Background: an optimization exercise with open tools, aiming at small area. Do not read the settings as production practice. In this exercise RTL edits were held to simulation tests only and were not proved equivalent to the original. No activity file was given, so power comes from the tool's default toggle rates.

== red ==
==> flow/design.v <==
module branch_predictor(
    input           clk_i,
    input           rsn_i,
    input   [31:0]  pc_i,
    input   [31:0]  target_pc_i,
    input           alu_branch_i,
    input           alu_jumps_i,
    input           alu_prediction_i,
    input           alu_taken_i,
    input           alu_pc_ok_i,
    input   [31:0]  alu_branch_pc_i,
    output  [31:0]  pred_pc_o,
    output          prediction_o,
    output          taken_o,
    output          bp_error_o);
reg [27:0] bpc [15:0];
reg [31:0] tgt [15:0];
reg [1:0]  cnt [15:0];
reg [15:0] v;
wire error = (!alu_branch_i & alu_prediction_i & alu_taken_i) |
             (alu_prediction_i & alu_taken_i & !alu_pc_ok_i)  |
             (alu_branch_i & alu_jumps_i & !alu_prediction_i) |
             (alu_branch_i & alu_jumps_i & !alu_pc_ok_i);
assign bp_error_o = error;
wire [3:0]  r = pc_i[5:2];
wire [3:0]  w = alu_branch_pc_i[5:2];
wire [27:0] pc_c = {pc_i[31:6], pc_i[1:0]};
wire [27:0] bpc_c = {alu_branch_pc_i[31:6], alu_branch_pc_i[1:0]};
wire [15:0] sel_r = (16'b1 << r) & v;
wire [15:0] sel_w = (16'b1 << w) & v;
wire [16*61-1:0] d_r;
wire [16*62-1:0] d_w;
genvar g;
generate
    for (g = 0; g < 16; g = g + 1) begin : pack
        assign d_r[61*g +: 61] = {bpc[g], tgt[g], cnt[g][1]};
        assign d_w[62*g +: 62] = {bpc[g], tgt[g], cnt[g]};
    end
endgenerate
wire [60:0] q_r;
wire [61:0] q_w;
bp_mux16 #(.W(61)) mux_r(.d(d_r), .sel(sel_r), .y(q_r));
bp_mux16 #(.W(62)) mux_w(.d(d_w), .sel(sel_w), .y(q_w));
wire [27:0] bpc_r = q_r[60:33];
wire [31:0] tgt_r = q_r[32:1];
wire        tkn_r = q_r[0];
wire [27:0] bpc_w = q_w[61:34];
wire [31:0] tgt_w = q_w[33:2];
wire [1:0]  cnt_w = q_w[1:0];
wire vr = v[r] | (r == 4'd0);
wire vw = v[w] | (w == 4'd0);
assign prediction_o = rsn_i & vr & (bpc_r == pc_c);
assign taken_o = tkn_r;
assign pred_pc_o = tgt_r;
wire hit = vw & (bpc_w == bpc_c) & (tgt_w == target_pc_i);
wire [1:0] cnt_up = (cnt_w == 2'b11) ? 2'b11 : cnt_w + 2'b01;
wire [1:0] cnt_dn = (cnt_w == 2'b00) ? 2'b00 : cnt_w - 2'b01;
wire [1:0] cnt_new = hit ? (alu_jumps_i ? cnt_up : cnt_dn) : 2'b10;
wire [15:0] we = {16{rsn_i & error}} & (16'b1 << w);
always @(posedge clk_i) begin
    if (!rsn_i)
        v <= 16'b0;
    else
        v <= v | we;
end
integer i;
always @(posedge clk_i) begin
    for (i = 0; i < 16; i = i + 1) begin
        if (we[i]) begin
            bpc[i] <= bpc_c;
            tgt[i] <= target_pc_i;
            cnt[i] <= cnt_new;
        end
    end
end
endmodule
module bp_mux16 #(parameter W = 1) (
    input  [16*W-1:0] d,
    input  [15:0]     sel,
    output [W-1:0]    y);
genvar j, k;
generate
    for (j = 0; j < W; j = j + 1) begin : b
        wire [15:0] dj;
        for (k = 0; k < 16; k = k + 1) begin : col
            assign dj[k] = d[W*k + j];
        end
        bp_mux16_bit u(.d(dj), .s(sel), .y(y[j]));
    end
endgenerate
endmodule
module bp_mux16_bit (
    input  [15:0] d,
    input  [15:0] s,
    output        y);
wire [4:0] x;
bp_aoi222 a0(.a1(s[0]),  .a2(d[0]),  .b1(s[1]),  .b2(d[1]),  .c1(s[2]),  .c2(d[2]),  .y(x[0]));
bp_aoi222 a1(.a1(s[3]),  .a2(d[3]),  .b1(s[4]),  .b2(d[4]),  .c1(s[5]),  .c2(d[5]),  .y(x[1]));
bp_aoi222 a2(.a1(s[6]),  .a2(d[6]),  .b1(s[7]),  .b2(d[7]),  .c1(s[8]),  .c2(d[8]),  .y(x[2]));
bp_aoi222 a3(.a1(s[9]),  .a2(d[9]),  .b1(s[10]), .b2(d[10]), .c1(s[11]), .c2(d[11]), .y(x[3]));
bp_aoi222 a4(.a1(s[12]), .a2(d[12]), .b1(s[13]), .b2(d[13]), .c1(s[14]), .c2(d[14]), .y(x[4]));
assign y = ~(&x) | (s[15] & d[15]);
endmodule
module bp_aoi222 (input a1, a2, b1, b2, c1, c2, output y);
assign y = ~((a1 & a2) | (b1 & b2) | (c1 & c2));
endmodule
==> flow/config.mk <==
export PLATFORM = sky130hd
export DESIGN_NAME = branch_predictor
export DESIGN_NICKNAME = branch_predictor
export VERILOG_FILES = /design/flow/design.v
export SDC_FILE = /design/flow/constraint.sdc
export NUM_CORES = 4
export LEC_CHECK = 0
export CAP_MARGIN = 20
export CORE_MARGIN = 2
export CORE_UTILIZATION = 65
export SLEW_MARGIN = 20
export SYNTH_HIERARCHICAL = 1
==> flow/constraint.sdc <==
create_clock -name core_clock -period 12.0 [get_ports {clk_i}]
set_input_delay 2.4000 -clock core_clock [delete_from_list [all_inputs] [get_ports {clk_i}]]
set_output_delay 2.4000 -clock core_clock [all_outputs]
set_load 0.01 [all_outputs]
standard.sh (not shown) runs the stock make flow with config.mk's settings and CLKGATE_MAP_FILE= SYNTH_SCRIPT=/design/flow/synth_recipe.tcl, a recipe that flattens the netlist after the stock synthesis.
==> flow/flow/run.sh <==
#!/bin/bash
# Layout flow: the standard ORFS flow (standard.sh), with changes that
# only affect how cells are sized and how buffers are chosen:
#  - port buffers use the smallest buffer cell (buf_1) instead of the
#    default pick; repair_design still sizes the nets behind them;
#  - clock tree synthesis builds the tree from clkbuf_4 cells in small
#    sink clusters (so flip-flop clock slew stays low) and inserts no
#    dummy loads;
#  - after global routing, ORFS's power recovery downsizes cells on paths
#    with positive slack (RECOVER_POWER).
# The whole output of the ORFS run goes to standard.log in the work folder;
# ORFS keeps each step's own log under orfs/logs/.
set -euo pipefail
export BUFFER_PORTS_ARGS="-buffer_cell sky130_fd_sc_hd__buf_1"
export CTS_ARGS="-sink_clustering_enable -repair_clock_nets -dont_use_dummy_load -buf_list sky130_fd_sc_hd__clkbuf_4 -sink_clustering_size 10 -sink_clustering_max_diameter 40"
export RECOVER_POWER=100
bash standard.sh > standard.log 2>&1
red had finished all stages when the layout checks came back failing, citing capacitance limit, slew limit.
For blue, these inputs were changed with respect to red:
-- flow/flow/run.sh --
<<< red, line 2
# Layout flow: the standard ORFS flow (standard.sh), with changes that
# only affect how cells are sized and how buffers are chosen:
>>> blue, line 2
# Layout flow: the standard ORFS flow (standard.sh), with two changes
# that only affect how buffers are chosen:
<<< red, line 8
#    dummy loads;
#  - after global routing, ORFS's power recovery downsizes cells on paths
#    with positive slack (RECOVER_POWER).
>>> blue, line 8
#    dummy loads.
<<< red, line 16
export RECOVER_POWER=100
>>> blue, line 14
Findings:
Across blue and red, a clean result was obtained everywhere but in red.
Going from red to blue, count of final max-slew check failures shrinks by 1,137.
As far as total power is concerned, blue and red perform about the same.
red -> blue: hold slack flat
Maximum number of buffers from clock root to sink: blue vs red, no meaningful difference
blue vs. red: parity-gate share of the synthesized area counting xor and xnor cells flat; wire length flat; worst ir drop on vdd up 0.58%.

-- what the ideal ports hide --
The flow's constraints put no driver on any port. The routed layouts listed below were extracted and timed again, unchanged, in two steps.
Step 1 (the two cells are an assumption about what drives the block):
set clk [get_ports {clk_i}]
set_driving_cell -lib_cell sky130_fd_sc_hd__clkbuf_16 $clk
set_driving_cell -lib_cell sky130_fd_sc_hd__buf_2 [delete_from_list [all_inputs] $clk]
Step 2 moves the port delays by t, midway between the first and last clock arrival at a register: inputs arrive t later, outputs are due t later. That takes back most of the time a late clock gives input paths.
Three values: ideal ports, drivers, drivers and shift; two values: the first two.
| run | t, ns | setup WS [ns] | worst setup path after step 2 | latest minus earliest clock arrival (ns) | pins driven straight from the clock port |
|---|---|---|---|---|---|
| red | 1.078 | 1.124 / 1.096 / 1.096 | input to output | 0.083 / 0.083 | 1 |
| blue | 1.108 | 2.480 / 2.451 / 2.451 | input to output | 0.103 / 0.103 | 1 |
For blue, which loses most, drivers alone change the setup slack by -0.029 ns; drivers and shift together by -0.029 ns.
